Background: an optimization exercise with open tools, aiming at small area. Do not read the settings as production practice.
In this exercise RTL edits were held to simulation tests only and were not proved equivalent to the original.
Power and IR drop assume default switching activity.

==> inputs of v8 <==
==> flow/design.v <==
module led_driver(
	input CLK,
	input RST,
	output LED_R,
	output LED_G,
	output LED_B,
	output VAL_CLK,
	output PWM_CLK
);
	reg [4:0] ps;
	reg [2:0] lo;
	reg [2:0] hq;
	reg [4:0] hy;
	reg [3:0] g;
	reg [2:0] k;
	reg [4:0] x;
	wire tick = ~|ps;
	wire last = hq[2] & hq[0] & lo[2] & lo[1];
	wire fend = tick & last;
	wire hinc = tick & (&lo);
	wire step = fend & g[3] & ~g[2] & g[0];    
	assign PWM_CLK = last;
	assign VAL_CLK = g[3] & ~g[0];               
	always @(posedge CLK) begin
		if (RST) begin
			ps <= 5'd24;
			lo <= 3'd7;
			hq <= 3'd0;
			hy <= 5'd31;
			g <= 4'd15;
			k <= 3'd0;
			x <= 5'd0;
		end else begin
			ps <= tick ? 5'd24 : ps - 5'd1;
			if (tick)
				lo <= lo + 3'd1;
			if (fend) begin
				hq <= 3'd0;
				hy <= 5'd31;
			end else if (hinc) begin
				if (&hy) begin
					hy <= 5'd1;
					hq <= hq + 3'd1;
				end else
					hy <= hy + 5'd1;
			end
			if (fend)
				g <= (g[3] & g[0] & ~g[2]) ? 4'd0 : g + 4'd1;
			if (step) begin
				if (x[4] & x[3] & x[2] & x[1]) begin
					x <= 5'd0;
					k <= k + 3'd1;
				end else
					x <= x + 5'd1;
			end
		end
	end
	wire ya = hy <= x;         
	wire yb = hy <= ~x;        
	function led;
		input [2:0] m;
		input [2:0] hq;
		input ya, yb;
		reg [2:0] qs;
		begin
			qs = {1'b0, m[1:0] ^ {2{m[2]}}};
			led = (hq <= qs) | ((hq == qs + 3'd1) & (m[2] ? yb : ya));
		end
	endfunction
	assign LED_R = led(k + 3'd1, hq, ya, yb);
	assign LED_G = led(k + 3'd2, hq, ya, yb);
	assign LED_B = led(k + 3'd3, hq, ya, yb);
endmodule
==> flow/flow/run.sh <==
#!/bin/bash
# Layout flow: the standard flow (standard.sh) with
#  - ports buffered with the smallest buffer
#  - clock tree with small clock buffers and no dummy loads
# Each tool's output goes to the logs under orfs/logs; make's output to standard.log.
set -euo pipefail
W=$(pwd)
cat > "$W/area.abc" <<EOA
strash
&get -n
&deepsyn -T 60
&put
amap
topo
EOA
cat > "$W/area_synth.tcl" <<EOT
# synth_recipe.tcl with ABC given the area script above
proc abc {args} {
  set i [lsearch -exact \$args -script]
  if { \$i >= 0 } { set args [lreplace \$args \$i [expr {\$i + 1}] -script $W/area.abc] }
  yosys abc {*}\$args
}
source $W/synth_recipe.tcl
EOT
bash standard.sh SYNTH_SCRIPT="$W/area_synth.tcl" ADDER_MAP_FILE= \
  "BUFFER_PORTS_ARGS=-buffer_cell sky130_fd_sc_hd__buf_1" \
  "CTS_ARGS=-sink_clustering_enable -repair_clock_nets -buf_list sky130_fd_sc_hd__clkbuf_8 -dont_use_dummy_load" \
  finish > "$W/standard.log" 2>&1
==> flow/standard.sh <==
#!/bin/bash
# synth_recipe.tcl (not shown) runs the flow's synth.tcl, then flattens the netlist and writes it again
# the make line also repeats each setting of config.mk as NAME=value (left out here)
make -C /OpenROAD-flow-scripts/flow DESIGN_CONFIG=/design/flow/config.mk WORK_HOME=/design/flow/orfs CLKGATE_MAP_FILE= SYNTH_SCRIPT=/design/flow/synth_recipe.tcl "${@:-finish}"
==> flow/config.mk <==
export PLATFORM = sky130hd
export DESIGN_NAME = led_driver
export DESIGN_NICKNAME = led_driver
export VERILOG_FILES = /design/flow/design.v
export SDC_FILE = /design/flow/constraint.sdc
export NUM_CORES = 4
export LEC_CHECK = 0
export CAP_MARGIN = 20
export CORE_MARGIN = 2
export CORE_UTILIZATION = 40
export SLEW_MARGIN = 20
==> flow/constraint.sdc <==
create_clock -name core_clock -period 10.0 [get_ports {CLK}]
set_input_delay 2.0000 -clock core_clock [delete_from_list [all_inputs] [get_ports {CLK}]]
set_output_delay 2.0000 -clock core_clock [all_outputs]
set_load 0.01 [all_outputs]
==> v2: changes against v8 <==
==> flow/design.v, changed modules only <==
module counter16 #(
	parameter min = 8'h00, 
	parameter max = 8'hFF, 
	parameter init = min 
) (
	input clk,
	input rst,
	input e, 
	output reg [7:0] q
);
	wire sw_add = q == min;
	wire sw_sub = q == max;
	reg op;
	wire op_add = (~op & ~sw_add & ~sw_sub) | (op & sw_add);
	always @(posedge clk) begin
		if (rst) begin
			op <= 1'b0;
			q <= init;
		end else if (e) begin
			op <= sw_add ? 1'b0 : (sw_sub ? 1'b1 : op);
			q <= op_add ? (q + 8'h1) : (q - 8'h1);
		end
	end
endmodule
module psc4 #(
	parameter div = 4'b1
) (
	input clk, 
	input rst,
	input ce,
	output q
);
	reg [3:0] cnt;
	assign q = cnt == 4'b0;
	always @(posedge clk) begin
		if (rst)
			cnt <= div;
		else if (ce)
			cnt <= cnt == 4'b0 ? div : (cnt - 4'b1);
	end
endmodule
module tim16 #(
	parameter psc = 16'h0
) (
	input clk, 
	input rst,
	input en, 
	input [15:0] arr, 
	input [15:0] cmp0, 
	input [15:0] cmp1,
	input [15:0] cmp2, 
	input [15:0] cmp3,
	output out, 
	output upd,
	output cmp0_out,
	output cmp1_out,
	output cmp2_out,
	output cmp3_out
);
	reg [15:0] psc_cnt;
	wire inc_cnt = psc_cnt == 16'h0;
	reg prl_empty;
	reg [15:0] prl_arr;	
	reg [15:0] cnt;
	wire rst_cnt = cnt == (prl_empty ? arr : prl_arr);
	assign out = rst_cnt;
	assign upd = en & inc_cnt & rst_cnt;
	reg [15:0] prl_cmp0;
	reg [15:0] prl_cmp1;
	reg [15:0] prl_cmp2;
	reg [15:0] prl_cmp3;
	assign cmp0_out = en & (cnt <= (prl_empty ? cmp0 : prl_cmp0));
	assign cmp1_out = en & (cnt <= (prl_empty ? cmp1 : prl_cmp1));
	assign cmp2_out = en & (cnt <= (prl_empty ? cmp2 : prl_cmp2));
	assign cmp3_out = en & (cnt <= (prl_empty ? cmp3 : prl_cmp3));
	always @(posedge clk) begin
		if (rst) begin
			psc_cnt <= psc;
			prl_empty <= 1'b1;
			prl_arr <= 16'h0;
			cnt <= 16'h0;
			prl_cmp0 <= 16'b0;
			prl_cmp1 <= 16'b0;
			prl_cmp2 <= 16'b0;
			prl_cmp3 <= 16'b0;
		end else begin
			if (en & prl_empty) begin
				prl_arr <= arr;
				prl_cmp0 <= cmp0;
				prl_cmp1 <= cmp1;
				prl_cmp2 <= cmp2;
				prl_cmp3 <= cmp3;
				prl_empty <= 1'b0;
			end
			if (en & inc_cnt & rst_cnt) begin
				prl_cmp0 <= cmp0;
				prl_cmp1 <= cmp1;
				prl_cmp2 <= cmp2;
				prl_cmp3 <= cmp3;
				prl_arr <= arr;
			end
			if (en & inc_cnt) begin
				cnt <= rst_cnt ? 16'h0 : cnt + 16'h1;
			end
			if (en) begin
				psc_cnt <= inc_cnt ? psc : psc_cnt - 16'h1;
			end
		end
	end
endmodule
module led_driver(
	input CLK, 
	input RST,
	output LED_R, 
	output LED_G, 
	output LED_B, 
	output VAL_CLK, 
	output PWM_CLK
);
	wire val_clk, pwm_clk;
	wire pwm_fall, val_fall;
	assign VAL_CLK = val_clk;
	assign PWM_CLK = pwm_clk;
	assign val_fall = pwm_fall & val_clk;
	wire [7:0] led_pwm_val_r, led_pwm_val_g, led_pwm_val_b;
	counter16 #(
		.min(8'd0),
		.max(8'd124),
		.init(8'd31)
	) led_cnt_r (
		.clk(CLK),
		.rst(RST),
		.e(val_fall), 
		.q(led_pwm_val_r)
	);
	counter16 #(
		.min(8'd0),
		.max(8'd124),
		.init(8'd62)
	) led_cnt_g (
		.clk(CLK),
		.rst(RST),
		.e(val_fall), 
		.q(led_pwm_val_g)
	);
	counter16 #(
		.min(8'd0),
		.max(8'd124),
		.init(8'd93)
	) led_cnt_b (
		.clk(CLK),
		.rst(RST),
		.e(val_fall), 
		.q(led_pwm_val_b)
	);
	psc4 #(
		.div(4'd9)
	) pwm_scl (
		.clk(CLK),
		.rst(RST),
		.ce(pwm_fall),
		.q(val_clk)
	);
	tim16 #(
		.psc(16'd24)
	) led_pwm_tim (
		.clk(CLK),
		.rst(RST),
		.en(1'b1),
		.arr(16'd999), 
		.out(pwm_clk),
		.upd(pwm_fall),
		.cmp0({ 5'b0, led_pwm_val_r, 3'b0 }), 
		.cmp1({ 5'b0, led_pwm_val_g, 3'b0 }),
		.cmp2({ 5'b0, led_pwm_val_b, 3'b0 }),
		.cmp3(16'd0),
		.cmp0_out(LED_R),
		.cmp1_out(LED_G),
		.cmp2_out(LED_B),
		.cmp3_out()
	);
endmodule
==> flow/run.sh (new file) <==
#!/bin/bash
# synth_recipe.tcl (not shown) runs the flow's synth.tcl, then flattens the netlist and writes it again
# the make line also repeats each setting of config.mk as NAME=value (left out here)
make -C /OpenROAD-flow-scripts/flow DESIGN_CONFIG=/design/flow/config.mk WORK_HOME=/design/flow/orfs CLKGATE_MAP_FILE= SYNTH_SCRIPT=/design/flow/synth_recipe.tcl finish
removed: flow/flow/run.sh
removed: flow/standard.sh
==> run summary <==
	v2	v8
Status	finished clean	finished clean
Transition time at the pin with the least slew margin	0.845 ns	0.419 ns
Sequential element share of the synthesized area	35.8%	43.9%
Comb power frac	5.0%	4.3%
R2r setup slk	6.35 ns	6.88 ns
HPWL Detailed	10400 um	1920 um
Final estimated routing congestion in global placement	0.772	0.835
Rel. slew slack	43.7%	71.8%
Register share of the cell area	32.3%	40.2%
Sequential cell count	128	28
Data arrival time of the worst path	4.46 ns	1.87 ns
Non-clock inverter total of the final layout	29	27
Highest clock frequency the design can meet	155 MHz	258 MHz
Final cell area excluding filler cells	0.00795 mm2	0.00140 mm2
End-of-flow core utilization	45.6%	45.7%
Number of cells on the worst hold path	2	1
Met2 routing resource usage after global routing	28.7%	23.1%
Area of the multi-input gates	0.00430 mm2	614 um2
Area share of the leading cell type in the synthesized netlist	35.8%	43.9%
CP Max Fanout	50	6
Amount of wire on met2 after detailed routing	6990 um	1080 um

## static timing again, ports no longer ideal
No port has a modelled driver above. Below, the same layouts with a new extraction and two added sets of constraints.
Step 1, drivers: a clkbuf_16 drives CLK and a buf_2 each remaining input, both assumed.
Step 2 adds t to the input delays and takes it off the output delays; t is the mean of the earliest and latest rising clock arrival at the registers after step 1. Input paths then give back, and output paths get back, about the clock's delay inside the block.
a / b / c = ideal ports / drivers / drivers and shift; a / b = the first two.
| run | t (ns) | setup WS [ns] | worst setup path after step 2 | clock arrival spread, ns |
|---|---|---|---|---|
| v8 | 0.286 | 6.126 / 6.103 / 6.389 | register to output | 0.014 / 0.014 |
| v2 | 0.452 | 3.539 / 3.497 / 3.949 | register to output | 0.011 / 0.012 |
After both steps setup and hold are still met in every run listed.
